From an optimization exercise on the open Yosys and OpenROAD flow, aimed at small area; shortcuts taken in it are not production practice.
Function was checked by simulation only, so behaviour that the tests miss may differ from the original.
Power and IR drop assume default switching activity.

**config.mk**
```make
export PLATFORM = sky130hd
export DESIGN_NAME = top_leds
export DESIGN_NICKNAME = top_leds
export VERILOG_FILES = /design/flow/design.v
export SDC_FILE = /design/flow/constraint.sdc
export NUM_CORES = 4
export LEC_CHECK = 0
export CAP_MARGIN = 20
export CORE_MARGIN = 2
export CORE_UTILIZATION = 30
export SLEW_MARGIN = 20
export SYNTH_MEMORY_MAX_BITS = 65536
```
**constraint.sdc**
```tcl
create_clock -name core_clock -period 10.0 [get_ports {clk}]
set_input_delay 2.0000 -clock core_clock [delete_from_list [all_inputs] [get_ports {clk}]]
set_output_delay 2.0000 -clock core_clock [all_outputs]
set_load 0.01 [all_outputs]
```
**design.v**
```verilog
`timescale 1ns / 1ps
module top_leds(
  input         clk,
  input         reset,
  input  [76:0] str,
  input         new_string,
  output [15:0] ledsOut
);
  wire [6:0] efect = str[76:70];
  wire load_e = (efect == 7'd51);
  wire efect0 = !((efect == 7'd49) | (efect == 7'd50) | (efect == 7'd51) |
                  (efect == 7'd52) | (efect == 7'd53));
  reg [9:0] rc;
  wire r_idle  = (rc == 10'd0);
  wire r_check = &rc;
  always @(posedge clk) begin
    if (reset) rc <= 10'd0;
    else if (r_idle) begin
      if (new_string) rc <= 10'd495;
    end else if (r_check) begin
      if (new_string) rc <= 10'd0;
    end else rc <= rc + 1'b1;
  end
  wire run_efect = r_check;
  wire stable = r_check & ~new_string;    
  reg rendered, first_buf;
  always @(posedge clk) begin
    if (reset) rendered <= 1'b0;
    else if (rc == 10'd1022) rendered <= 1'b1;
  end
  always @(posedge clk) begin
    if (rc == 10'd1022) first_buf <= ~rendered;
  end
  localparam S_START = 3'd0, S_1 = 3'd1, S_2 = 3'd2, S_3 = 3'd3, S_4 = 3'd4,
             S_5 = 3'd5, S_3F = 3'd7;
  reg [2:0] cs, nst;
  reg add_1, add_2, reset_1, reset_2, load_crt, reset_new, load_led, rst;
  reg [2:0] vuelta;
  reg [3:0] T;
  reg new_col, done_crt;
  wire top_1 = (vuelta == 3'd5);
  always @(*) begin
    add_1 = 1'b0; add_2 = 1'b0; reset_1 = 1'b0; reset_2 = 1'b0;
    load_crt = 1'b0; reset_new = 1'b0; load_led = 1'b0; rst = 1'b0;
    nst = S_START;
    case (cs)
      S_START: begin
        reset_1 = 1'b1; reset_2 = 1'b1; reset_new = 1'b1; rst = 1'b1;
        nst = ((load_e | efect0) & run_efect) ? S_1 : S_START;
      end
      S_1: begin
        load_crt = 1'b1; reset_new = 1'b1;
        nst = S_2;
      end
      S_2: begin
        if (new_col) nst = efect0 ? S_3F : S_3;
        else if (done_crt) nst = efect0 ? S_1 : S_4;
        else nst = S_2;
      end
      S_3: begin
        reset_new = 1'b1; load_led = 1'b1;
        nst = done_crt ? S_4 : S_2;
      end
      S_3F: begin
        reset_1 = 1'b1; reset_2 = 1'b1; reset_new = 1'b1; load_led = 1'b1;
        nst = done_crt ? S_4 : S_2;
      end
      S_4: begin
        add_1 = 1'b1;
        nst = top_1 ? S_5 : S_1;
      end
      S_5: begin
        add_2 = 1'b1; reset_1 = 1'b1;
        nst = S_1;
      end
      default: nst = S_START;
    endcase
  end
  always @(posedge clk) begin
    if (reset) cs <= S_START;
    else cs <= nst;
  end
  always @(posedge clk) begin
    if (reset || reset_1) vuelta <= 3'd0;
    else if (add_1) vuelta <= vuelta + 1'b1;
  end
  always @(posedge clk) begin
    if (reset || reset_2) T <= 4'd0;
    else if (add_2) T <= T + 1'b1;
  end
  reg [4:0] dv;
  wire tick = &dv;
  always @(posedge clk) begin
    if (reset || rst) dv <= 5'd0;
    else dv <= dv + 1'b1;
  end
  reg [2:0] sl;
  reg [4:0] of;
  wire at79 = sl[2] & sl[0] & of[3] & of[1];
  wire of16 = of[4];
  wire [2:0] sl_inc = of16 ? sl + 1'b1 : sl;
  wire [4:0] of_inc = of16 ? 5'd0 : of + 1'b1;
  always @(posedge clk) begin
    if (reset || load_crt) begin
      sl <= 3'd0; of <= 5'd16; done_crt <= 1'b0;
    end else if (tick) begin
      if (!at79) begin sl <= sl_inc; of <= of_inc; end
      else done_crt <= 1'b1;
    end
  end
  always @(posedge clk) begin
    if (reset || reset_new) new_col <= 1'b0;
    else if (tick) new_col <= 1'b1;
  end
  wire tick1 = ~rst & (dv == 5'd30);
  reg [2:0] sl2;
  reg [4:0] of2;
  always @(*) begin
    if (nst == S_1) begin sl2 = 3'd0; of2 = 5'd16; end
    else if (load_crt) begin
      if (tick1) begin sl2 = 3'd1; of2 = 5'd0; end
      else begin sl2 = 3'd0; of2 = 5'd16; end
    end else if ((tick | tick1) & ~at79) begin sl2 = sl_inc; of2 = of_inc; end
    else begin sl2 = sl; of2 = of; end
  end
  reg [6:0] code2;
  always @(*) begin
    case (sl2)
      3'd0: code2 = 7'd0;
      3'd1: code2 = first_buf ? str[6:0] : 7'd0;
      3'd2: code2 = str[13:7];
      3'd3: code2 = str[20:14];
      3'd4: code2 = str[27:21];
      default: code2 = str[34:28];
    endcase
  end
  reg [10:0] rreg;
  always @(posedge clk) begin
    if (stable) rreg <= {code2, of2[3:0]};
  end
  wire [15:0] word;
  fontrom fr(.code(rreg[10:4]), .kk(rreg[3:0]), .q(word));
  reg [15:0] temp;
  reg [3:0] con_tem;
  always @(posedge clk) begin
    if (reset) begin
      temp <= 16'b0;
      con_tem <= 4'b0;
    end else if (load_led) begin
      temp <= word;
      con_tem <= 4'b0;
    end else if (con_tem < T) begin
      temp <= {temp[0], temp[15:1]};
      con_tem <= con_tem + 1'b1;
    end
  end
  assign ledsOut = (con_tem == T) ? temp : 16'b0;
endmodule
module fontrom(input [6:0] code, input [3:0] kk, output reg [15:0] q);
  always @(*) begin
    case ({code, kk})
      11'd481: q = 16'h3ffc;
      11'd482: q = 16'h3ffc;
      11'd483: q = 16'h3ffd;
      11'd484: q = 16'h3ffd;
      11'd485: q = 16'h03f1;
      11'd486: q = 16'h03f1;
      11'd487: q = 16'h0fc1;
      11'd488: q = 16'h0fc1;
      11'd489: q = 16'h3ffd;
      11'd490: q = 16'h3ffd;
      11'd491: q = 16'h3ffc;
      11'd492: q = 16'h3ffc;
      11'd497: q = 16'h3ff0;
      11'd498: q = 16'h3ff0;
      11'd499: q = 16'h3ff4;
      11'd500: q = 16'h3ff4;
      11'd501: q = 16'h0034;
      11'd502: q = 16'h0034;
      11'd503: q = 16'h0034;
      11'd504: q = 16'h0034;
      11'd505: q = 16'h3ff4;
      11'd506: q = 16'h3ff4;
      11'd507: q = 16'h3fc0;
      11'd508: q = 16'h3fc0;
      11'd533: q = 16'h33fc;
      11'd534: q = 16'h33fc;
      11'd535: q = 16'h33fc;
      11'd536: q = 16'h33fc;
      11'd547: q = 16'h00fc;
      11'd548: q = 16'h00fc;
      11'd553: q = 16'h00fc;
      11'd554: q = 16'h00fc;
      11'd561: q = 16'h0660;
      11'd562: q = 16'h0660;
      11'd563: q = 16'h1ff8;
      11'd564: q = 16'h1ff8;
      11'd565: q = 16'h0660;
      11'd566: q = 16'h0660;
      11'd567: q = 16'h0660;
      11'd568: q = 16'h0660;
      11'd569: q = 16'h1ff8;
      11'd570: q = 16'h1ff8;
      11'd571: q = 16'h0660;
      11'd572: q = 16'h0660;
      11'd577: q = 16'h1860;
      11'd578: q = 16'h1860;
      11'd579: q = 16'h1998;
      11'd580: q = 16'h1998;
      11'd581: q = 16'h799e;
      11'd582: q = 16'h799e;
      11'd583: q = 16'h799e;
      11'd584: q = 16'h799e;
      11'd585: q = 16'h1998;
      11'd586: q = 16'h1998;
      11'd587: q = 16'h0618;
      11'd588: q = 16'h0618;
      11'd592: q = 16'h6000;
      11'd593: q = 16'h6000;
      11'd594: q = 16'h781e;
      11'd595: q = 16'h781e;
      11'd596: q = 16'h1e1e;
      11'd597: q = 16'h1e1e;
      11'd598: q = 16'h0780;
      11'd599: q = 16'h0780;
      11'd600: q = 16'h01e0;
      11'd601: q = 16'h01e0;
      11'd602: q = 16'h7878;
      11'd603: q = 16'h7878;
      11'd604: q = 16'h781e;
      11'd605: q = 16'h781e;
      11'd608: q = 16'h0c00;
      11'd609: q = 16'h3f30;
      11'd610: q = 16'h3f30;
      11'd611: q = 16'h33fc;
      11'd612: q = 16'h33fc;
      11'd613: q = 16'h30cc;
      11'd614: q = 16'h30cc;
      11'd615: q = 16'h33fc;
      11'd616: q = 16'h33fc;
      11'd617: q = 16'h0f30;
      11'd618: q = 16'h0f30;
      11'd619: q = 16'h3fc0;
      11'd620: q = 16'h3fc0;
      11'd621: q = 16'h30c0;
      11'd627: q = 16'h00c0;
      11'd628: q = 16'h00c0;
      11'd629: q = 16'h00fc;
      11'd630: q = 16'h00fc;
      11'd631: q = 16'h003c;
      11'd632: q = 16'h003c;
      11'd644: q = 16'h0ff0;
      11'd645: q = 16'h0ff0;
      11'd646: q = 16'h3ffc;
      11'd647: q = 16'h3ffc;
      11'd648: q = 16'h300c;
      11'd649: q = 16'h300c;
      11'd660: q = 16'h300c;
      11'd661: q = 16'h300c;
      11'd662: q = 16'h3ffc;
      11'd663: q = 16'h3ffc;
      11'd664: q = 16'h0ff0;
      11'd665: q = 16'h0ff0;
      11'd674: q = 16'h1c38;
      11'd675: q = 16'h1e78;
      11'd676: q = 16'h1e78;
      11'd677: q = 16'h0ff0;
      11'd678: q = 16'h03c0;
      11'd679: q = 16'h03c0;
      11'd680: q = 16'h0ff0;
      11'd681: q = 16'h1e78;
      11'd682: q = 16'h1e78;
      11'd683: q = 16'h1c38;
      11'd689: q = 16'h0180;
      11'd690: q = 16'h0180;
      11'd691: q = 16'h0180;
      11'd692: q = 16'h0180;
      11'd693: q = 16'h1ff8;
      11'd694: q = 16'h1ff8;
      11'd695: q = 16'h1ff8;
      11'd696: q = 16'h1ff8;
      11'd697: q = 16'h0180;
      11'd698: q = 16'h0180;
      11'd699: q = 16'h0180;
      11'd700: q = 16'h0180;
      11'd707: q = 16'h3000;
      11'd708: q = 16'h3000;
      11'd709: q = 16'h3f00;
      11'd710: q = 16'h3f00;
      11'd711: q = 16'h0f00;
      11'd712: q = 16'h0f00;
      11'd721: q = 16'h0180;
      11'd722: q = 16'h0180;
      11'd723: q = 16'h0180;
      11'd724: q = 16'h0180;
      11'd725: q = 16'h0180;
      11'd726: q = 16'h0180;
      11'd727: q = 16'h0180;
      11'd728: q = 16'h0180;
      11'd729: q = 16'h0180;
      11'd730: q = 16'h0180;
      11'd731: q = 16'h0180;
      11'd732: q = 16'h0180;
      11'd741: q = 16'h3c00;
      11'd742: q = 16'h3c00;
      11'd743: q = 16'h3c00;
      11'd744: q = 16'h3c00;
      11'd754: q = 16'h1e00;
      11'd755: q = 16'h1e00;
      11'd756: q = 16'h0780;
      11'd757: q = 16'h0780;
      11'd758: q = 16'h01e0;
      11'd759: q = 16'h01e0;
      11'd760: q = 16'h0078;
      11'd761: q = 16'h0078;
      11'd762: q = 16'h0018;
      11'd763: q = 16'h0018;
      11'd769: q = 16'h0ff0;
      11'd770: q = 16'h0ff0;
      11'd771: q = 16'h3ffc;
      11'd772: q = 16'h3ffc;
      11'd773: q = 16'h330c;
      11'd774: q = 16'h330c;
      11'd775: q = 16'h30cc;
      11'd776: q = 16'h30cc;
      11'd777: q = 16'h3ffc;
      11'd778: q = 16'h3ffc;
      11'd779: q = 16'h0ff0;
      11'd780: q = 16'h0ff0;
      11'd787: q = 16'h3030;
      11'd788: q = 16'h3030;
      11'd789: q = 16'h3ffc;
      11'd790: q = 16'h3ffc;
      11'd791: q = 16'h3ffc;
      11'd792: q = 16'h3ffc;
      11'd793: q = 16'h3000;
      11'd794: q = 16'h3000;
      11'd801: q = 16'h3c30;
      11'd802: q = 16'h3c30;
      11'd803: q = 16'h3f3c;
      11'd804: q = 16'h3f3c;
      11'd805: q = 16'h330c;
      11'd806: q = 16'h330c;
      11'd807: q = 16'h330c;
      11'd808: q = 16'h330c;
      11'd809: q = 16'h33fc;
      11'd810: q = 16'h33fc;
      11'd811: q = 16'h30f0;
      11'd812: q = 16'h30f0;
      11'd817: q = 16'h0c30;
      11'd818: q = 16'h0c30;
      11'd819: q = 16'h3c3c;
      11'd820: q = 16'h3c3c;
      11'd821: q = 16'h300c;
      11'd822: q = 16'h300c;
      11'd823: q = 16'h30cc;
      11'd824: q = 16'h30cc;
      11'd825: q = 16'h3ffc;
      11'd826: q = 16'h3ffc;
      11'd827: q = 16'h0f30;
      11'd828: q = 16'h0f30;
      11'd833: q = 16'h03fc;
      11'd834: q = 16'h03fc;
      11'd835: q = 16'h03fc;
      11'd836: q = 16'h03fc;
      11'd837: q = 16'h0300;
      11'd838: q = 16'h0300;
      11'd839: q = 16'h3ff0;
      11'd840: q = 16'h3ff0;
      11'd841: q = 16'h3ff0;
      11'd842: q = 16'h3ff0;
      11'd843: q = 16'h0300;
      11'd844: q = 16'h0300;
      11'd849: q = 16'h0cfc;
      11'd850: q = 16'h0cfc;
      11'd851: q = 16'h3ccc;
      11'd852: q = 16'h3ccc;
      11'd853: q = 16'h30cc;
      11'd854: q = 16'h30cc;
      11'd855: q = 16'h30cc;
      11'd856: q = 16'h30cc;
      11'd857: q = 16'h3fcc;
      11'd858: q = 16'h3fcc;
      11'd859: q = 16'h0f0c;
      11'd860: q = 16'h0f0c;
      11'd865: q = 16'h0ff0;
      11'd866: q = 16'h0ff0;
      11'd867: q = 16'h3ffc;
      11'd868: q = 16'h3ffc;
      11'd869: q = 16'h30cc;
      11'd870: q = 16'h30cc;
      11'd871: q = 16'h30cc;
      11'd872: q = 16'h30cc;
      11'd873: q = 16'h3fcc;
      11'd874: q = 16'h3fcc;
      11'd875: q = 16'h0f00;
      11'd876: q = 16'h0f00;
      11'd881: q = 16'h000c;
      11'd882: q = 16'h000c;
      11'd883: q = 16'h000c;
      11'd884: q = 16'h000c;
      11'd885: q = 16'h3f0c;
      11'd886: q = 16'h3f0c;
      11'd887: q = 16'h3ffc;
      11'd888: q = 16'h3ffc;
      11'd889: q = 16'h00fc;
      11'd890: q = 16'h00fc;
      11'd891: q = 16'h000c;
      11'd892: q = 16'h000c;
      11'd897: q = 16'h0f30;
      11'd898: q = 16'h0f30;
      11'd899: q = 16'h3ffc;
      11'd900: q = 16'h3ffc;
      11'd901: q = 16'h30cc;
      11'd902: q = 16'h30cc;
      11'd903: q = 16'h30cc;
      11'd904: q = 16'h30cc;
      11'd905: q = 16'h3ffc;
      11'd906: q = 16'h3ffc;
      11'd907: q = 16'h0f30;
      11'd908: q = 16'h0f30;
      11'd913: q = 16'h00f0;
      11'd914: q = 16'h00f0;
      11'd915: q = 16'h33fc;
      11'd916: q = 16'h33fc;
      11'd917: q = 16'h330c;
      11'd918: q = 16'h330c;
      11'd919: q = 16'h330c;
      11'd920: q = 16'h330c;
      11'd921: q = 16'h3ffc;
      11'd922: q = 16'h3ffc;
      11'd923: q = 16'h0ff0;
      11'd924: q = 16'h0ff0;
      11'd933: q = 16'h1e78;
      11'd934: q = 16'h1e78;
      11'd935: q = 16'h1e78;
      11'd936: q = 16'h1e78;
      11'd949: q = 16'h3f3c;
      11'd950: q = 16'h3f3c;
      11'd951: q = 16'h0f3c;
      11'd952: q = 16'h0f3c;
      11'd963: q = 16'h0180;
      11'd964: q = 16'h0180;
      11'd965: q = 16'h07e0;
      11'd966: q = 16'h07e0;
      11'd967: q = 16'h1e78;
      11'd968: q = 16'h1e78;
      11'd969: q = 16'h1818;
      11'd970: q = 16'h1818;
      11'd978: q = 16'h0e70;
      11'd979: q = 16'h0e70;
      11'd980: q = 16'h0e70;
      11'd981: q = 16'h0e70;
      11'd982: q = 16'h0e70;
      11'd983: q = 16'h0e70;
      11'd984: q = 16'h0e70;
      11'd985: q = 16'h0e70;
      11'd986: q = 16'h0e70;
      11'd987: q = 16'h0e70;
      11'd995: q = 16'h1818;
      11'd996: q = 16'h1818;
      11'd997: q = 16'h1e78;
      11'd998: q = 16'h1e78;
      11'd999: q = 16'h07e0;
      11'd1000: q = 16'h07e0;
      11'd1001: q = 16'h0180;
      11'd1002: q = 16'h0180;
      11'd1009: q = 16'h0030;
      11'd1010: q = 16'h0030;
      11'd1011: q = 16'h003c;
      11'd1012: q = 16'h003c;
      11'd1013: q = 16'h330c;
      11'd1014: q = 16'h330c;
      11'd1015: q = 16'h330c;
      11'd1016: q = 16'h330c;
      11'd1017: q = 16'h03fc;
      11'd1018: q = 16'h03fc;
      11'd1019: q = 16'h00f0;
      11'd1020: q = 16'h00f0;
      11'd1025: q = 16'h0ff0;
      11'd1026: q = 16'h0ff0;
      11'd1027: q = 16'h3ffc;
      11'd1028: q = 16'h3ffc;
      11'd1029: q = 16'h300c;
      11'd1030: q = 16'h300c;
      11'd1031: q = 16'h33cc;
      11'd1032: q = 16'h33cc;
      11'd1033: q = 16'h33fc;
      11'd1034: q = 16'h33fc;
      11'd1035: q = 16'h30f0;
      11'd1036: q = 16'h30f0;
      11'd1041: q = 16'h3ff0;
      11'd1042: q = 16'h3ff0;
      11'd1043: q = 16'h3ffc;
      11'd1044: q = 16'h3ffc;
      11'd1045: q = 16'h030c;
      11'd1046: q = 16'h030c;
      11'd1047: q = 16'h030c;
      11'd1048: q = 16'h030c;
      11'd1049: q = 16'h3ffc;
      11'd1050: q = 16'h3ffc;
      11'd1051: q = 16'h3ff0;
      11'd1052: q = 16'h3ff0;
      11'd1057: q = 16'h3ffc;
      11'd1058: q = 16'h3ffc;
      11'd1059: q = 16'h3ffc;
      11'd1060: q = 16'h3ffc;
      11'd1061: q = 16'h30cc;
      11'd1062: q = 16'h30cc;
      11'd1063: q = 16'h30cc;
      11'd1064: q = 16'h30cc;
      11'd1065: q = 16'h3ffc;
      11'd1066: q = 16'h3ffc;
      11'd1067: q = 16'h0f30;
      11'd1068: q = 16'h0f30;
      11'd1073: q = 16'h0ff0;
      11'd1074: q = 16'h0ff0;
      11'd1075: q = 16'h3ffc;
      11'd1076: q = 16'h3ffc;
      11'd1077: q = 16'h300c;
      11'd1078: q = 16'h300c;
      11'd1079: q = 16'h300c;
      11'd1080: q = 16'h300c;
      11'd1081: q = 16'h3c3c;
      11'd1082: q = 16'h3c3c;
      11'd1083: q = 16'h0c30;
      11'd1084: q = 16'h0c30;
      11'd1089: q = 16'h3ffc;
      11'd1090: q = 16'h3ffc;
      11'd1091: q = 16'h3ffc;
      11'd1092: q = 16'h3ffc;
      11'd1093: q = 16'h300c;
      11'd1094: q = 16'h300c;
      11'd1095: q = 16'h300c;
      11'd1096: q = 16'h300c;
      11'd1097: q = 16'h3ffc;
      11'd1098: q = 16'h3ffc;
      11'd1099: q = 16'h0ff0;
      11'd1100: q = 16'h0ff0;
      11'd1105: q = 16'h3ffc;
      11'd1106: q = 16'h3ffc;
      11'd1107: q = 16'h3ffc;
      11'd1108: q = 16'h3ffc;
      11'd1109: q = 16'h30cc;
      11'd1110: q = 16'h30cc;
      11'd1111: q = 16'h30cc;
      11'd1112: q = 16'h30cc;
      11'd1113: q = 16'h300c;
      11'd1114: q = 16'h300c;
      11'd1115: q = 16'h300c;
      11'd1116: q = 16'h300c;
      11'd1121: q = 16'h3ffc;
      11'd1122: q = 16'h3ffc;
      11'd1123: q = 16'h3ffc;
      11'd1124: q = 16'h3ffc;
      11'd1125: q = 16'h00cc;
      11'd1126: q = 16'h00cc;
      11'd1127: q = 16'h00cc;
      11'd1128: q = 16'h00cc;
      11'd1129: q = 16'h000c;
      11'd1130: q = 16'h000c;
      11'd1131: q = 16'h000c;
      11'd1132: q = 16'h000c;
      11'd1137: q = 16'h0ff0;
      11'd1138: q = 16'h0ff0;
      11'd1139: q = 16'h3ffc;
      11'd1140: q = 16'h3ffc;
      11'd1141: q = 16'h300c;
      11'd1142: q = 16'h300c;
      11'd1143: q = 16'h330c;
      11'd1144: q = 16'h330c;
      11'd1145: q = 16'h3f3c;
      11'd1146: q = 16'h3f3c;
      11'd1147: q = 16'h0f30;
      11'd1148: q = 16'h0f30;
      11'd1153: q = 16'h3ffc;
      11'd1154: q = 16'h3ffc;
      11'd1155: q = 16'h3ffc;
      11'd1156: q = 16'h3ffc;
      11'd1157: q = 16'h00c0;
      11'd1158: q = 16'h00c0;
      11'd1159: q = 16'h00c0;
      11'd1160: q = 16'h00c0;
      11'd1161: q = 16'h3ffc;
      11'd1162: q = 16'h3ffc;
      11'd1163: q = 16'h3ffc;
      11'd1164: q = 16'h3ffc;
      11'd1171: q = 16'h300c;
      11'd1172: q = 16'h300c;
      11'd1173: q = 16'h3ffc;
      11'd1174: q = 16'h3ffc;
      11'd1175: q = 16'h3ffc;
      11'd1176: q = 16'h3ffc;
      11'd1177: q = 16'h300c;
      11'd1178: q = 16'h300c;
      11'd1185: q = 16'h0c00;
      11'd1186: q = 16'h0c00;
      11'd1187: q = 16'h3c0c;
      11'd1188: q = 16'h3c0c;
      11'd1189: q = 16'h300c;
      11'd1190: q = 16'h300c;
      11'd1191: q = 16'h3ffc;
      11'd1192: q = 16'h3ffc;
      11'd1193: q = 16'h0ffc;
      11'd1194: q = 16'h0ffc;
      11'd1195: q = 16'h000c;
      11'd1196: q = 16'h000c;
      11'd1201: q = 16'h3ffc;
      11'd1202: q = 16'h3ffc;
      11'd1203: q = 16'h3ffc;
      11'd1204: q = 16'h3ffc;
      11'd1205: q = 16'h03c0;
      11'd1206: q = 16'h03c0;
      11'd1207: q = 16'h0ff0;
      11'd1208: q = 16'h0ff0;
      11'd1209: q = 16'h3c3c;
      11'd1210: q = 16'h3c3c;
      11'd1211: q = 16'h300c;
      11'd1212: q = 16'h300c;
      11'd1218: q = 16'h3ffc;
      11'd1219: q = 16'h3ffc;
      11'd1220: q = 16'h3ffc;
      11'd1221: q = 16'h3ffc;
      11'd1222: q = 16'h3000;
      11'd1223: q = 16'h3000;
      11'd1224: q = 16'h3000;
      11'd1225: q = 16'h3000;
      11'd1226: q = 16'h3000;
      11'd1227: q = 16'h3000;
      11'd1232: q = 16'h3ffc;
      11'd1233: q = 16'h3ffc;
      11'd1234: q = 16'h3ffc;
      11'd1235: q = 16'h3ffc;
      11'd1236: q = 16'h00f0;
      11'd1237: q = 16'h00f0;
      11'd1238: q = 16'h03c0;
      11'd1239: q = 16'h03c0;
      11'd1240: q = 16'h00f0;
      11'd1241: q = 16'h00f0;
      11'd1242: q = 16'h3ffc;
      11'd1243: q = 16'h3ffc;
      11'd1244: q = 16'h3ffc;
      11'd1245: q = 16'h3ffc;
      11'd1249: q = 16'h3ffc;
      11'd1250: q = 16'h3ffc;
      11'd1251: q = 16'h3ffc;
      11'd1252: q = 16'h3ffc;
      11'd1253: q = 16'h03f0;
      11'd1254: q = 16'h03f0;
      11'd1255: q = 16'h0fc0;
      11'd1256: q = 16'h0fc0;
      11'd1257: q = 16'h3ffc;
      11'd1258: q = 16'h3ffc;
      11'd1259: q = 16'h3ffc;
      11'd1260: q = 16'h3ffc;
      11'd1265: q = 16'h0ff0;
      11'd1266: q = 16'h0ff0;
      11'd1267: q = 16'h3ffc;
      11'd1268: q = 16'h3ffc;
      11'd1269: q = 16'h300c;
      11'd1270: q = 16'h300c;
      11'd1271: q = 16'h300c;
      11'd1272: q = 16'h300c;
      11'd1273: q = 16'h3ffc;
      11'd1274: q = 16'h3ffc;
      11'd1275: q = 16'h0ff0;
      11'd1276: q = 16'h0ff0;
      11'd1281: q = 16'h3ffc;
      11'd1282: q = 16'h3ffc;
      11'd1283: q = 16'h3ffc;
      11'd1284: q = 16'h3ffc;
      11'd1285: q = 16'h030c;
      11'd1286: q = 16'h030c;
      11'd1287: q = 16'h030c;
      11'd1288: q = 16'h030c;
      11'd1289: q = 16'h03fc;
      11'd1290: q = 16'h03fc;
      11'd1291: q = 16'h00f0;
      11'd1292: q = 16'h00f0;
      11'd1297: q = 16'h0ff0;
      11'd1298: q = 16'h0ff0;
      11'd1299: q = 16'h3ffc;
      11'd1300: q = 16'h3ffc;
      11'd1301: q = 16'h300c;
      11'd1302: q = 16'h300c;
      11'd1303: q = 16'h3c0c;
      11'd1304: q = 16'h3c0c;
      11'd1305: q = 16'h0ffc;
      11'd1306: q = 16'h0ffc;
      11'd1307: q = 16'h33f0;
      11'd1308: q = 16'h33f0;
      11'd1313: q = 16'h3ffc;
      11'd1314: q = 16'h3ffc;
      11'd1315: q = 16'h3ffc;
      11'd1316: q = 16'h3ffc;
      11'd1317: q = 16'h030c;
      11'd1318: q = 16'h030c;
      11'd1319: q = 16'h030c;
      11'd1320: q = 16'h030c;
      11'd1321: q = 16'h3ffc;
      11'd1322: q = 16'h3ffc;
      11'd1323: q = 16'h3cf0;
      11'd1324: q = 16'h3cf0;
      11'd1329: q = 16'h0c78;
      11'd1330: q = 16'h0c78;
      11'd1331: q = 16'h3dfc;
      11'd1332: q = 16'h3dfc;
      11'd1333: q = 16'h318c;
      11'd1334: q = 16'h318c;
      11'd1335: q = 16'h318c;
      11'd1336: q = 16'h318c;
      11'd1337: q = 16'h3fbc;
      11'd1338: q = 16'h3fbc;
      11'd1339: q = 16'h0f30;
      11'd1340: q = 16'h0f30;
      11'd1345: q = 16'h000c;
      11'd1346: q = 16'h000c;
      11'd1347: q = 16'h000c;
      11'd1348: q = 16'h000c;
      11'd1349: q = 16'h3ffc;
      11'd1350: q = 16'h3ffc;
      11'd1351: q = 16'h3ffc;
      11'd1352: q = 16'h3ffc;
      11'd1353: q = 16'h000c;
      11'd1354: q = 16'h000c;
      11'd1355: q = 16'h000c;
      11'd1356: q = 16'h000c;
      11'd1361: q = 16'h0ffc;
      11'd1362: q = 16'h0ffc;
      11'd1363: q = 16'h3ffc;
      11'd1364: q = 16'h3ffc;
      11'd1365: q = 16'h3000;
      11'd1366: q = 16'h3000;
      11'd1367: q = 16'h3000;
      11'd1368: q = 16'h3000;
      11'd1369: q = 16'h3ffc;
      11'd1370: q = 16'h3ffc;
      11'd1371: q = 16'h0ffc;
      11'd1372: q = 16'h0ffc;
      11'd1377: q = 16'h03fc;
      11'd1378: q = 16'h03fc;
      11'd1379: q = 16'h0ffc;
      11'd1380: q = 16'h0ffc;
      11'd1381: q = 16'h3c00;
      11'd1382: q = 16'h3c00;
      11'd1383: q = 16'h3c00;
      11'd1384: q = 16'h3c00;
      11'd1385: q = 16'h0ffc;
      11'd1386: q = 16'h0ffc;
      11'd1387: q = 16'h03fc;
      11'd1388: q = 16'h03fc;
      11'd1392: q = 16'h3ffc;
      11'd1393: q = 16'h3ffc;
      11'd1394: q = 16'h3ffc;
      11'd1395: q = 16'h3ffc;
      11'd1396: q = 16'h0f00;
      11'd1397: q = 16'h0f00;
      11'd1398: q = 16'h03c0;
      11'd1399: q = 16'h03c0;
      11'd1400: q = 16'h0f00;
      11'd1401: q = 16'h0f00;
      11'd1402: q = 16'h3ffc;
      11'd1403: q = 16'h3ffc;
      11'd1404: q = 16'h3ffc;
      11'd1405: q = 16'h3ffc;
      11'd1409: q = 16'h3c0c;
      11'd1410: q = 16'h3c0c;
      11'd1411: q = 16'h0f3c;
      11'd1412: q = 16'h0f3c;
      11'd1413: q = 16'h03f0;
      11'd1414: q = 16'h03f0;
      11'd1415: q = 16'h03f0;
      11'd1416: q = 16'h03f0;
      11'd1417: q = 16'h0f3c;
      11'd1418: q = 16'h0f3c;
      11'd1419: q = 16'h3c0c;
      11'd1420: q = 16'h3c0c;
      11'd1425: q = 16'h003c;
      11'd1426: q = 16'h003c;
      11'd1427: q = 16'h00fc;
      11'd1428: q = 16'h00fc;
      11'd1429: q = 16'h3fc0;
      11'd1430: q = 16'h3fc0;
      11'd1431: q = 16'h3fc0;
      11'd1432: q = 16'h3fc0;
      11'd1433: q = 16'h00fc;
      11'd1434: q = 16'h00fc;
      11'd1435: q = 16'h003c;
      11'd1436: q = 16'h003c;
      11'd1441: q = 16'h3c0c;
      11'd1442: q = 16'h3c0c;
      11'd1443: q = 16'h3f0c;
      11'd1444: q = 16'h3f0c;
      11'd1445: q = 16'h33cc;
      11'd1446: q = 16'h33cc;
      11'd1447: q = 16'h30fc;
      11'd1448: q = 16'h30fc;
      11'd1449: q = 16'h303c;
      11'd1450: q = 16'h303c;
      11'd1451: q = 16'h300c;
      11'd1452: q = 16'h300c;
      11'd1460: q = 16'h3ffc;
      11'd1461: q = 16'h3ffc;
      11'd1462: q = 16'h3ffc;
      11'd1463: q = 16'h3ffc;
      11'd1464: q = 16'h300c;
      11'd1465: q = 16'h300c;
      11'd1474: q = 16'h0018;
      11'd1475: q = 16'h0018;
      11'd1476: q = 16'h0078;
      11'd1477: q = 16'h0078;
      11'd1478: q = 16'h01e0;
      11'd1479: q = 16'h01e0;
      11'd1480: q = 16'h0780;
      11'd1481: q = 16'h0780;
      11'd1482: q = 16'h1e00;
      11'd1483: q = 16'h1e00;
      11'd1493: q = 16'h300c;
      11'd1494: q = 16'h300c;
      11'd1495: q = 16'h3ffc;
      11'd1496: q = 16'h3ffc;
      11'd1497: q = 16'h3ffc;
      11'd1498: q = 16'h3ffc;
      11'd1506: q = 16'h0030;
      11'd1507: q = 16'h0030;
      11'd1508: q = 16'h003c;
      11'd1509: q = 16'h003c;
      11'd1510: q = 16'h000e;
      11'd1511: q = 16'h000e;
      11'd1512: q = 16'h000e;
      11'd1513: q = 16'h003c;
      11'd1514: q = 16'h003c;
      11'd1515: q = 16'h0030;
      11'd1516: q = 16'h0030;
      11'd1521: q = 16'h3000;
      11'd1522: q = 16'h3000;
      11'd1523: q = 16'h3000;
      11'd1524: q = 16'h3000;
      11'd1525: q = 16'h3000;
      11'd1526: q = 16'h3000;
      11'd1527: q = 16'h3000;
      11'd1528: q = 16'h3000;
      11'd1529: q = 16'h3000;
      11'd1530: q = 16'h3000;
      11'd1531: q = 16'h3000;
      11'd1532: q = 16'h3000;
      11'd1539: q = 16'h003c;
      11'd1540: q = 16'h003c;
      11'd1541: q = 16'h00fc;
      11'd1542: q = 16'h00fc;
      11'd1543: q = 16'h00c0;
      11'd1544: q = 16'h00c0;
      11'd1552: q = 16'h0fc0;
      11'd1553: q = 16'h0fc0;
      11'd1554: q = 16'h3ff0;
      11'd1555: q = 16'h3ff0;
      11'd1556: q = 16'h3030;
      11'd1557: q = 16'h3030;
      11'd1558: q = 16'h3030;
      11'd1559: q = 16'h3030;
      11'd1560: q = 16'h0ff0;
      11'd1561: q = 16'h0ff0;
      11'd1562: q = 16'h3ff0;
      11'd1563: q = 16'h3ff0;
      11'd1564: q = 16'h3000;
      11'd1565: q = 16'h3000;
      11'd1569: q = 16'h3fff;
      11'd1570: q = 16'h3fff;
      11'd1571: q = 16'h3fff;
      11'd1572: q = 16'h3fff;
      11'd1573: q = 16'h3030;
      11'd1574: q = 16'h3030;
      11'd1575: q = 16'h3030;
      11'd1576: q = 16'h3030;
      11'd1577: q = 16'h3ff0;
      11'd1578: q = 16'h3ff0;
      11'd1579: q = 16'h0fc0;
      11'd1580: q = 16'h0fc0;
      11'd1585: q = 16'h0fc0;
      11'd1586: q = 16'h0fc0;
      11'd1587: q = 16'h3ff0;
      11'd1588: q = 16'h3ff0;
      11'd1589: q = 16'h3030;
      11'd1590: q = 16'h3030;
      11'd1591: q = 16'h3030;
      11'd1592: q = 16'h3030;
      11'd1593: q = 16'h3cf0;
      11'd1594: q = 16'h3cf0;
      11'd1595: q = 16'h0cc0;
      11'd1596: q = 16'h0cc0;
      11'd1601: q = 16'h0fc0;
      11'd1602: q = 16'h0fc0;
      11'd1603: q = 16'h3ff0;
      11'd1604: q = 16'h3ff0;
      11'd1605: q = 16'h3030;
      11'd1606: q = 16'h3030;
      11'd1607: q = 16'h3030;
      11'd1608: q = 16'h3030;
      11'd1609: q = 16'h3fff;
      11'd1610: q = 16'h3fff;
      11'd1611: q = 16'h3fff;
      11'd1612: q = 16'h3fff;
      11'd1617: q = 16'h0fc0;
      11'd1618: q = 16'h0fc0;
      11'd1619: q = 16'h3ff0;
      11'd1620: q = 16'h3ff0;
      11'd1621: q = 16'h3330;
      11'd1622: q = 16'h3330;
      11'd1623: q = 16'h3330;
      11'd1624: q = 16'h3330;
      11'd1625: q = 16'h33f0;
      11'd1626: q = 16'h33f0;
      11'd1627: q = 16'h30c0;
      11'd1628: q = 16'h30c0;
      11'd1634: q = 16'h00c0;
      11'd1635: q = 16'h00c0;
      11'd1636: q = 16'h3ff0;
      11'd1637: q = 16'h3ff0;
      11'd1638: q = 16'h3ffc;
      11'd1639: q = 16'h3ffc;
      11'd1640: q = 16'h00cc;
      11'd1641: q = 16'h00cc;
      11'd1642: q = 16'h000c;
      11'd1643: q = 16'h000c;
      11'd1649: q = 16'h03c0;
      11'd1650: q = 16'h03c0;
      11'd1651: q = 16'hcff0;
      11'd1652: q = 16'hcff0;
      11'd1653: q = 16'hcc30;
      11'd1654: q = 16'hcc30;
      11'd1655: q = 16'hcc30;
      11'd1656: q = 16'hcc30;
      11'd1657: q = 16'hfff0;
      11'd1658: q = 16'hfff0;
      11'd1659: q = 16'h3ff0;
      11'd1660: q = 16'h3ff0;
      11'd1665: q = 16'h3fff;
      11'd1666: q = 16'h3fff;
      11'd1667: q = 16'h3fff;
      11'd1668: q = 16'h3fff;
      11'd1669: q = 16'h0030;
      11'd1670: q = 16'h0030;
      11'd1671: q = 16'h0030;
      11'd1672: q = 16'h0030;
      11'd1673: q = 16'h3ff0;
      11'd1674: q = 16'h3ff0;
      11'd1675: q = 16'h3fc0;
      11'd1676: q = 16'h3fc0;
      11'd1685: q = 16'h3ff3;
      11'd1686: q = 16'h3ff3;
      11'd1687: q = 16'h3ff3;
      11'd1688: q = 16'h3ff3;
      11'd1698: q = 16'h3000;
      11'd1699: q = 16'h3000;
      11'd1700: q = 16'hf000;
      11'd1701: q = 16'hf000;
      11'd1702: q = 16'hc000;
      11'd1703: q = 16'hc000;
      11'd1704: q = 16'hfff3;
      11'd1705: q = 16'hfff3;
      11'd1706: q = 16'h3ff3;
      11'd1707: q = 16'h3ff3;
      11'd1713: q = 16'h3fff;
      11'd1714: q = 16'h3fff;
      11'd1715: q = 16'h3fff;
      11'd1716: q = 16'h3fff;
      11'd1717: q = 16'h03c0;
      11'd1718: q = 16'h03c0;
      11'd1719: q = 16'h0fc0;
      11'd1720: q = 16'h0fc0;
      11'd1721: q = 16'h3cf0;
      11'd1722: q = 16'h3cf0;
      11'd1723: q = 16'h3030;
      11'd1724: q = 16'h3030;
      11'd1731: q = 16'h0fff;
      11'd1732: q = 16'h0fff;
      11'd1733: q = 16'h3fff;
      11'd1734: q = 16'h3fff;
      11'd1735: q = 16'h3000;
      11'd1736: q = 16'h3000;
      11'd1737: q = 16'h3000;
      11'd1738: q = 16'h3000;
      11'd1744: q = 16'h3ff0;
      11'd1745: q = 16'h3ff0;
      11'd1746: q = 16'h3ff0;
      11'd1747: q = 16'h3ff0;
      11'd1748: q = 16'h0030;
      11'd1749: q = 16'h0030;
      11'd1750: q = 16'h3fc0;
      11'd1751: q = 16'h3fc0;
      11'd1752: q = 16'h0030;
      11'd1753: q = 16'h0030;
      11'd1754: q = 16'h3ff0;
      11'd1755: q = 16'h3ff0;
      11'd1756: q = 16'h3fc0;
      11'd1757: q = 16'h3fc0;
      11'd1761: q = 16'h3ff0;
      11'd1762: q = 16'h3ff0;
      11'd1763: q = 16'h3ff0;
      11'd1764: q = 16'h3ff0;
      11'd1765: q = 16'h0030;
      11'd1766: q = 16'h0030;
      11'd1767: q = 16'h0030;
      11'd1768: q = 16'h0030;
      11'd1769: q = 16'h3ff0;
      11'd1770: q = 16'h3ff0;
      11'd1771: q = 16'h3fc0;
      11'd1772: q = 16'h3fc0;
      11'd1777: q = 16'h0fc0;
      11'd1778: q = 16'h0fc0;
      11'd1779: q = 16'h3ff0;
      11'd1780: q = 16'h3ff0;
      11'd1781: q = 16'h3030;
      11'd1782: q = 16'h3030;
      11'd1783: q = 16'h3030;
      11'd1784: q = 16'h3030;
      11'd1785: q = 16'h3ff0;
      11'd1786: q = 16'h3ff0;
      11'd1787: q = 16'h0fc0;
      11'd1788: q = 16'h0fc0;
      11'd1793: q = 16'hfff0;
      11'd1794: q = 16'hfff0;
      11'd1795: q = 16'hfff0;
      11'd1796: q = 16'hfff0;
      11'd1797: q = 16'h0c30;
      11'd1798: q = 16'h0c30;
      11'd1799: q = 16'h0c30;
      11'd1800: q = 16'h0c30;
      11'd1801: q = 16'h0ff0;
      11'd1802: q = 16'h0ff0;
      11'd1803: q = 16'h03c0;
      11'd1804: q = 16'h03c0;
      11'd1808: q = 16'h03c0;
      11'd1809: q = 16'h03c0;
      11'd1810: q = 16'h0ff0;
      11'd1811: q = 16'h0ff0;
      11'd1812: q = 16'h0c30;
      11'd1813: q = 16'h0c30;
      11'd1814: q = 16'h0c30;
      11'd1815: q = 16'h0c30;
      11'd1816: q = 16'hfff0;
      11'd1817: q = 16'hfff0;
      11'd1818: q = 16'hfff0;
      11'd1819: q = 16'hfff0;
      11'd1820: q = 16'h3000;
      11'd1821: q = 16'h3000;
      11'd1825: q = 16'h3ff0;
      11'd1826: q = 16'h3ff0;
      11'd1827: q = 16'h3ff0;
      11'd1828: q = 16'h3ff0;
      11'd1829: q = 16'h00c0;
      11'd1830: q = 16'h00c0;
      11'd1831: q = 16'h0030;
      11'd1832: q = 16'h0030;
      11'd1833: q = 16'h00f0;
      11'd1834: q = 16'h00f0;
      11'd1835: q = 16'h00c0;
      11'd1836: q = 16'h00c0;
      11'd1841: q = 16'h30c0;
      11'd1842: q = 16'h30c0;
      11'd1843: q = 16'h33f0;
      11'd1844: q = 16'h33f0;
      11'd1845: q = 16'h3330;
      11'd1846: q = 16'h3330;
      11'd1847: q = 16'h3330;
      11'd1848: q = 16'h3330;
      11'd1849: q = 16'h3f30;
      11'd1850: q = 16'h3f30;
      11'd1851: q = 16'h0c00;
      11'd1852: q = 16'h0c00;
      11'd1857: q = 16'h0030;
      11'd1858: q = 16'h0030;
      11'd1859: q = 16'h0ffc;
      11'd1860: q = 16'h0ffc;
      11'd1861: q = 16'h3ffc;
      11'd1862: q = 16'h3ffc;
      11'd1863: q = 16'h3030;
      11'd1864: q = 16'h3030;
      11'd1865: q = 16'h3c30;
      11'd1866: q = 16'h3c30;
      11'd1867: q = 16'h0c00;
      11'd1868: q = 16'h0c00;
      11'd1872: q = 16'h0ff0;
      11'd1873: q = 16'h0ff0;
      11'd1874: q = 16'h3ff0;
      11'd1875: q = 16'h3ff0;
      11'd1876: q = 16'h3000;
      11'd1877: q = 16'h3000;
      11'd1878: q = 16'h3000;
      11'd1879: q = 16'h3000;
      11'd1880: q = 16'h0ff0;
      11'd1881: q = 16'h0ff0;
      11'd1882: q = 16'h3ff0;
      11'd1883: q = 16'h3ff0;
      11'd1884: q = 16'h3000;
      11'd1885: q = 16'h3000;
      11'd1889: q = 16'h03f0;
      11'd1890: q = 16'h03f0;
      11'd1891: q = 16'h0ff0;
      11'd1892: q = 16'h0ff0;
      11'd1893: q = 16'h3c00;
      11'd1894: q = 16'h3c00;
      11'd1895: q = 16'h3c00;
      11'd1896: q = 16'h3c00;
      11'd1897: q = 16'h0ff0;
      11'd1898: q = 16'h0ff0;
      11'd1899: q = 16'h03f0;
      11'd1900: q = 16'h03f0;
      11'd1904: q = 16'h0ff0;
      11'd1905: q = 16'h0ff0;
      11'd1906: q = 16'h3ff0;
      11'd1907: q = 16'h3ff0;
      11'd1908: q = 16'h3000;
      11'd1909: q = 16'h3000;
      11'd1910: q = 16'h0ff0;
      11'd1911: q = 16'h0ff0;
      11'd1912: q = 16'h3000;
      11'd1913: q = 16'h3000;
      11'd1914: q = 16'h3ff0;
      11'd1915: q = 16'h3ff0;
      11'd1916: q = 16'h3ff0;
      11'd1917: q = 16'h3ff0;
      11'd1921: q = 16'h3030;
      11'd1922: q = 16'h3030;
      11'd1923: q = 16'h38f0;
      11'd1924: q = 16'h1cf0;
      11'd1925: q = 16'h0fc0;
      11'd1926: q = 16'h0780;
      11'd1927: q = 16'h0780;
      11'd1928: q = 16'h0fc0;
      11'd1929: q = 16'h1cf0;
      11'd1930: q = 16'h38f0;
      11'd1931: q = 16'h3030;
      11'd1932: q = 16'h3030;
      11'd1937: q = 16'h03f0;
      11'd1938: q = 16'h03f0;
      11'd1939: q = 16'hcff0;
      11'd1940: q = 16'hcff0;
      11'd1941: q = 16'hcc00;
      11'd1942: q = 16'hcc00;
      11'd1943: q = 16'hcc00;
      11'd1944: q = 16'hcc00;
      11'd1945: q = 16'hfff0;
      11'd1946: q = 16'hfff0;
      11'd1947: q = 16'h3ff0;
      11'd1948: q = 16'h3ff0;
      11'd1953: q = 16'h3030;
      11'd1954: q = 16'h3030;
      11'd1955: q = 16'h3c30;
      11'd1956: q = 16'h3c30;
      11'd1957: q = 16'h3f30;
      11'd1958: q = 16'h3f30;
      11'd1959: q = 16'h33f0;
      11'd1960: q = 16'h33f0;
      11'd1961: q = 16'h30f0;
      11'd1962: q = 16'h30f0;
      11'd1963: q = 16'h3030;
      11'd1964: q = 16'h3030;
      11'd1970: q = 16'h0180;
      11'd1971: q = 16'h0180;
      11'd1972: q = 16'h0180;
      11'd1973: q = 16'h0180;
      11'd1974: q = 16'h0ff0;
      11'd1975: q = 16'h0ff0;
      11'd1976: q = 16'h3e7c;
      11'd1977: q = 16'h3e7c;
      11'd1978: q = 16'h300c;
      11'd1979: q = 16'h300c;
      11'd1989: q = 16'h3ffc;
      11'd1990: q = 16'h3ffc;
      11'd1991: q = 16'h3ffc;
      11'd1992: q = 16'h3ffc;
      11'd2002: q = 16'h300c;
      11'd2003: q = 16'h300c;
      11'd2004: q = 16'h3e7c;
      11'd2005: q = 16'h3e7c;
      11'd2006: q = 16'h0ff0;
      11'd2007: q = 16'h0ff0;
      11'd2008: q = 16'h0180;
      11'd2009: q = 16'h0180;
      11'd2010: q = 16'h0180;
      11'd2011: q = 16'h0180;
      11'd2017: q = 16'h0180;
      11'd2018: q = 16'h0180;
      11'd2019: q = 16'h0060;
      11'd2020: q = 16'h0060;
      11'd2021: q = 16'h01e0;
      11'd2022: q = 16'h01e0;
      11'd2023: q = 16'h0780;
      11'd2024: q = 16'h0780;
      11'd2025: q = 16'h0600;
      11'd2026: q = 16'h0600;
      11'd2027: q = 16'h0180;
      11'd2028: q = 16'h0180;
      default: q = 16'h0000;
    endcase
  end
endmodule
```
**run.sh**
```bash
#!/bin/bash
# synth_recipe.tcl (not shown) runs the flow's synth.tcl, then flattens the netlist and writes it again
# the make line also repeats each setting of config.mk as NAME=value (left out here)
make -C /OpenROAD-flow-scripts/flow DESIGN_CONFIG=/design/flow/config.mk WORK_HOME=/design/flow/orfs CLKGATE_MAP_FILE= SYNTH_SCRIPT=/design/flow/synth_recipe.tcl finish
```
==> metrics.md, run 1 <==
| Metric | Value |
|---|---|
| Syn Inst Count | `1,358` |
| Die X | `182 um` |
| Max rail drop VDD | `91.8 uV` |
| Total clock buffers created by CTS | `9` |
| Hold buffer count at CTS | `0` |
| Setup Buffers After CTS | `0` |
| Startpoint types | `flop` |
| R2r worst-path depth | `11` |
| CTS HTree Levels | `3` |
| Synthesized Nets | `1,468` |
| Core box area | `0.0313 mm^2` |
| Crit share post-route | `0.546` |
| Syn Area/Cell | `6.97 um^2` |
| Die Height | `182 um` |
| Layout Nets | `1,445` |
| HP Class | `flop to flop` |
| Share of cells above drive strength 1 | `0.0806` |
| Design Power | `724 uW` |
| Number of routed nets with antenna violations | `0` |
| Dpl hpwl | `38,200 um` |
| Slowest CP cell | `a2111oi_0` |
| RSZ-0062 raised after global routing | `no` |
| Setup TNS Final | `0 ns` |
| CTS resizes | `0` |
| CTS tree | `built` |
| Vias/cell | `6.89` |
| Setup ws final | `4.54 ns` |
| Max_cap viols | `0` |
| Via count | `12.0k` |
| Netlist Area Pre-Place | `0.00947 mm^2` |
| CP arrival | `5.64 ns` |
| Starting Density | `0.302` |
| Initial antenna violation count | `2` |
| Post-synth EDFFs | `12` |
| Row cnt | `65` |
| All-Layer GR Usage | `0.327` |
| Wire length per cell | `31.4 um` |
| First-pass GRT wire length | `79,900 um` |
| WHS Endpoint | `first_buf$_DFFE_PN_` |
| Crit path required time | `10.18 ns` |
| Reg-to-reg startpoint | `rreg[2]$_SDFFCE_PP0P_` |
| Reg2reg end | `temp[7]$_SDFFE_PP0P_` |
| CP startpoint | `rreg[2]$_SDFFCE_PP0P_` |
| Max Clk Rate | `183 MHz` |
| Area Growth Syn to Fin | `11.0%` |
| Critical path class | `flop to flop` |
| Die ar. | `0.0330 mm^2` |
| Sequential share of the synthesized area | `0.156` |
| Status | `timing/DRC/antenna clean` |
| Crit path cell chain | `buf_4, inv_1, buf_4, ha_1, nand2b_1, nand3_1, nand2_1, o211ai_1, o2111ai_1, a2111oi_0, o22ai_1` |
| Inserted Diodes | `0` |
| Fraction of registers with async set/reset | `0` |
| Hold Crit Depth | `1` |
| Post-synth top flop | `dfxtp_1` |
| Fin cells | `1,742` |
| Clock Skew | `0.0103 ns` |
| DP Worst Slack | `5.06 ns` |
| IO Port Bufs | `60` |
| Hold violation total from the final report | `0` |
| Total routed wirelength | `54,700 um` |
| Hold Crit Start | `rendered$_SDFFE_PP0N_` |
| DRT Pass-1 Iters | `6` |
| Grt total ovfl | `0` |
| Warnings, synthesis | `2` |
| Flop-to-flop setup slack | `4.54 ns` |
| Clock sinks | `68` |
| CTS root buf | `clkbuf_16` |
| Final Wtd Congestion | `1.04` |
| Number of global-route vias before repair | `11.5k` |
| Critical Path Max Stage Delay | `1.20 ns` |
| Max Slew Vio Count | `0` |
| PwrDens | `68.9 mW/mm^2` |
| # setup viols final | `0` |
| Most common cell on crit path | `buf_4` |
| Yosys reg bits | `68` |
| Worst-Skew Late Latency | `0.35 ns` |
| Leak | `0.00339 uW` |
| Worst Tran Pin Value | `1.20 ns` |
| Num ports | `96` |
| Slew headroom | `0.177` |
| Clock tree buffer depth | `2` |
| Initial DRC count | `1,676` |
| Drt drc | `0` |
| Reg clk slew, reported paths | `0.06 ns` |
| Placed cell area | `0.0102 mm^2` |
| Distinct cell type count after synthesis | `106` |
| Final min period | `5.46 ns` |
| Largest net degree at the start of global routing | `110` |
| Placed cells | `1,726` |
| Endpoint class of the critical path | `flop` |
| Final instance area | `0.0105 mm^2` |
| Critical path fanouts, max | `52` |
[area by class of cell]
class                   instances  area (um^2)
flip-flops and latches         68         1480
clock inverters                 6         51.3
repair buffers                 99          906
inverters                      31          116
clock buffers                  10          250
multi-input cells            1126         7210
well taps                     402          503
fillers                      3389        20800
[where the power goes]
part           internal (uW)  total, uW  leakage, uW  switching (uW)
Sequential               290        309     0.000572            18.9
Combinational           43.9       89.6      0.00267            45.7
Clock                    188        325     0.000147             138
Total                    522        724      0.00339             202
[metrics by stage]
step	utilization	hold slack [ns]
4_1_cts	0.336	0.455
6_report	0.336	0.454
2_1_floorplan	-	0.428
5_1_grt	0.336	0.492
3_3_place_gp	0.326	0.436
3_5_place_dp	0.326	0.440
[critical path, delay by kind of cell, from the launching register on]
kind                       cells  cell delay (ns)
AOI/OAI and AO/OA              4             2.61
and+or+nand+nor                3             0.92
buffers and inverters          3             0.90
adders and majority gates      1             0.53
DFF                            1             0.32
[cell usage in the layout (no fill, tap or decap), types with 15 or more instances in the layout]
cell / n
a211oi_1: 31
a21oi_1: 137
a221oi_1: 17
a31oi_1: 37
and2_1: 27
buf_4: 38
clkdlybuf4s50_1: 60
dfxtp_1: 56
ha_1: 30
inv_1: 29
mux2i_1: 23
nand2_1: 120
nand2b_1: 22
nand3_1: 37
nand4_1: 15
nor2_1: 118
nor2b_1: 27
nor3_1: 39
o211ai_1: 27
o21ai_0: 115
o31ai_1: 17
[registers in the layout, indices dropped and copies added (netlist names), 3 cells and up]
signal   count
sl           3
con_tem      4
rc          10
temp        16
vuelta       3
cs           3
rreg        11
T            4
of           5
dv           5
[worst max path at each step]
stage,end,cells past startpoint,slack [ns]
after floorplan,rreg[8]$_DFFE_PP_,8,6.02
after global placement,temp[7]$_SDFFE_PP0P_,11,5.05
after detailed placement,temp[7]$_SDFFE_PP0P_,11,5.06
after CTS,temp[7]$_SDFFE_PP0P_,11,5.05
after global routing,temp[7]$_SDFFE_PP0P_,11,4.55
final,temp[7]$_SDFFE_PP0P_,11,4.54
[per-layer routing]
layer,global-route usage,part of all wire
met5,0,0.00016
met4,0.190,0.066
met3,0.0752,0.11
met2,0.509,0.43
met1,0.413,0.39
[cell usage after synthesis (9+ instances only)]
master | number | area [um^2]
or3_1 | 9 | 56.3
a211oi_1 | 31 | 233
a22oi_1 | 12 | 90.1
o211ai_1 | 27 | 203
nor2b_1 | 27 | 169
buf_2 | 41 | 205
ha_1 | 30 | 375
o311ai_0 | 10 | 87.6
a211o_1 | 9 | 78.8
o31ai_1 | 17 | 128
nor3_1 | 39 | 195
buf_4 | 13 | 97.6
buf_6 | 10 | 113
a21oi_1 | 137 | 686
nand2_1 | 120 | 450
dfxtp_1 | 56 | 1120
o21ai_0 | 115 | 576
o22ai_1 | 11 | 68.8
a311oi_1 | 13 | 114
inv_1 | 29 | 109
a31oi_1 | 37 | 231
nand2b_1 | 22 | 138
a221oi_1 | 17 | 149
a21o_1 | 9 | 67.6
mux2i_1 | 23 | 230
nand4_1 | 15 | 93.8
edfxtp_1 | 12 | 360
nor2_1 | 118 | 443
clkbuf_1 | 63 | 236
o221ai_1 | 13 | 114
and2_1 | 27 | 169
nand3_1 | 37 | 185
[logic make-up (layout without fill, tap and decap cells)]
logic type	count (synthesis)	after routing	share of synthesized area
muxes	30	30	0.0329
AOI/OAI and AO/OA	577	577	0.416
DFF	68	68	0.156
xor gates and xnor gates	15	15	0.0147
and+or+nand+nor	474	474	0.255
adders and majority gates	30	30	0.0396
buffers and inverters	164	146	0.0848
==> run 2, diff against run 1 <==
--- a/config.mk
+++ b/config.mk
@@ -6,4 +6,5 @@
 export NUM_CORES = 4
 export LEC_CHECK = 0
+export ABC_AREA = 1
 export CAP_MARGIN = 20
 export CORE_MARGIN = 2
==> metrics.md, run 2 <==
| Metric | Value |
|---|---|
| Leading cell type in the layout, fill and taps excluded | `nand2_1` |
| Commonest non-fill, non-tap cells in the layout | `489 x nand2_1, 156 x nor2_1, 150 x inv_1` |
| First-pass GRT wire length | `63,700 um` |
| Hold Crit Start | `rendered$_SDFFE_PP0N_` |
| CP startpoint | `T[2]$_SDFFE_PP0P_` |
| Number of routed nets with antenna violations | `0` |
| PwrDens | `77.9 mW/mm^2` |
| Initial DRC count | `1,343` |
| CP arrival | `2.29 ns` |
| Initial antenna violation count | `3` |
| Clock tree buffer depth | `2` |
| Number of global-route vias before repair | `10.5k` |
| Share of cells above drive strength 1 | `0.0572` |
| Sequential share of the synthesized area | `0.175` |
| RSZ-0062 raised after global routing | `no` |
| Die X | `172 um` |
| Row cnt | `61` |
| Reg with most FFs | `temp` |
| Crit path required time | `8.00 ns` |
| Total routed wirelength | `42,500 um` |
| Most numerous cell in the Yosys netlist | `nand2_1` |
| Startpoint types | `flop` |
| Drt drc | `0` |
| Leak | `0.00457 uW` |
| Commonest cells post-synth | `489 x nand2_1, 157 x nor2_1, 150 x inv_1` |
| Via count | `11.0k` |
| Layout Nets | `1,662` |
| Design Power | `749 uW` |
| Distinct cell type count after synthesis | `56` |
| Max Slew Vio Count | `0` |
| Hold buffer count at CTS | `0` |
| Leading area contributor after synthesis | `nand2_1` |
| CTS tree | `built` |
| Area Growth Syn to Fin | `13.5%` |
| Reg clk slew, reported paths | `0.06 ns` |
| Syn Area/Cell | `5.52 um^2` |
| Final core occ | `0.346` |
| Status | `timing/DRC/antenna clean` |
| Worst-Skew Late Latency | `0.34 ns` |
| Worst Tran Pin Value | `0.986 ns` |
| Largest net degree at the start of global routing | `56` |
| Syn Inst Count | `1,535` |
| Dpl hpwl | `32,000 um` |
| Clock sinks | `68` |
| # setup viols final | `0` |
| HP Class | `flop to flop` |
| Netlist Area Pre-Place | `0.00847 mm^2` |
| CTS HTree Levels | `3` |
| Wire length per cell | `21.9 um` |
| Final Wtd Congestion | `1.00` |
| Core box area | `0.0278 mm^2` |
| Setup Buffers After CTS | `0` |
| Max_cap viols | `0` |
| Die ar. | `0.0296 mm^2` |
| Synthesized Nets | `1,645` |
| Final min period | `4.29 ns` |
| Reg-to-reg startpoint | `rreg[2]$_SDFFCE_PP0P_` |
| Grt total ovfl | `0` |
| Setup TNS Final | `0 ns` |
| Post-synth EDFFs | `12` |
| Critical path class | `flop to output pin` |
| CTS root buf | `clkbuf_16` |
| Slew headroom | `0.342` |
| Max Clk Rate | `233 MHz` |
| Fraction of registers with async set/reset | `0` |
| Top cell type's share of synthesized area | `0.217` |
| Worst Hold Margin | `0.457 ns` |
| Max rail drop VDD | `110 uV` |
| Top Registers | `temp (16), rreg (11), rc (10)` |
| Number of flip-flops in the largest register | `16` |
| IO Port Bufs | `60` |
| Post-synth top flop | `dfxtp_1` |
| Starting Density | `0.305` |
| Hold violation total from the final report | `0` |
| Synth top area cells | `nand2_1 22%, dfxtp_1 13%, nand3_1 8.7%` |
| Warnings, synthesis | `2` |
| Critical path fanouts, max | `16` |
| Fin cells | `1,936` |
| DRT Pass-1 Iters | `5` |
| Vias/cell | `5.67` |
| Total clock buffers created by CTS | `9` |
| Yosys reg bits | `68` |
| Crit share post-route | `0.429` |
| Placed cells | `1,919` |
| Clock Skew | `0.00990 ns` |
| All-Layer GR Usage | `0.290` |
| Die Height | `172 um` |
| CTS resizes | `0` |
| Num ports | `96` |
| Endpoint class of the critical path | `output pin` |
-- run 2: final cells by class --
type                            instances  area [um^2]
Antenna cell                            1         2.50
Clock buffer                           12          279
Clock inverter                          4         50.0
Fill cell                            3134        18200
Inverter                              165          622
Multi-Input combinational cell       1235         6000
Sequential cell                        68         1480
Tap cell                              378          473
Timing Repair Buffer                   73          698
-- run 2: cell families after synthesis --
| family | synth area share |
|---|---|
| DFF | 0.175 |
| xor gates and xnor gates | 0.0124 |
| and+or+nand+nor | 0.454 |
| buffers and inverters | 0.116 |
| muxes | 0.00118 |
| adders and majority gates | 0.0443 |
| AOI/OAI and AO/OA | 0.196 |
-- run 2: layer usage --
| metal | vias up | routed length [um] | track usage |
|---|---|---|---|
| met2 | 657 | 18300 | 0.453 |
| li1 | 5097 | - | - |
| met1 | 5047 | 16500 | 0.354 |
| met3 | 180 | 4120 | 0.0584 |
| met5 | - | 26 | 0 |
| met4 | 4 | 3430 | 0.210 |
-- run 2: metrics by stage --
step | cell area [um^2] | setup WS [ns]
floorplan | 8470 | 6.50
global placement | 9280 | 5.72
detailed placement | 9280 | 5.67
CTS | 9610 | 5.65
global route | 9610 | 5.43
finish | 9610 | 5.71
-- run 2: path summary, 6_finish.rpt --
kind	end	slack [ns]	cells past startpoint
max	ledsOut[2]	5.71	7
min	first_buf$_DFFE_PN_	0.46	1
min reg2reg	first_buf$_DFFE_PN_	0.46	1
max reg2reg	temp[9]$_SDFFE_PP0P_	5.79	18
-- run 2: worst max-delay path: stages, from the launching register on --
cell	delay, ns
dfxtp_1	0.34
inv_1	0.08
ha_1	0.28
nand2_1	0.05
inv_1	0.06
nand3_1	0.36
nor2_1	0.21
clkdlybuf4s50_1	0.56
-- run 2: where the power goes --
group	internal, uW	switching, uW	leakage [uW]
clock network	224	122	0.000164
registers	293	13.5	0.000563
logic	43.9	52.9	0.00384
total	561	188	0.00457

## afterwards: timing with drivers on the ports
No port has a modelled driver above. Below, the same layouts with a new extraction and two added sets of constraints. Step 1: set_driving_cell puts a clkbuf_16 on clk and a buf_2 on each other input, an assumption about the parent block. Step 2, shift: input delay + t, output delay - t, t = (earliest + latest rising clock arrival at the registers) / 2. This alone moves slack from input paths to output paths. Slacks: no drivers / after step 1 / after step 2; pairs: no drivers / after step 1.
| run | shift t [ns] | setup WS [ns] | hold WS [ns] | slew at the worst register clock pin (ns) | worst slew at a driven data input, ns |
|---|---|---|---|---|---|
| run 1 | 0.380 | 4.540 / 4.540 / 4.540 | 0.454 / 0.454 / 0.454 | 0.07 / 0.07 | 0.04 |
| run 2 | 0.373 | 5.713 / 5.675 / 5.626 | 0.457 / 0.457 / 0.457 | 0.06 / 0.06 | 0.04 |
After both steps setup and hold are still met in every run listed. The setup slack of run 2, which loses most, moves by -0.038 ns with the drivers and by -0.087 ns with both steps.
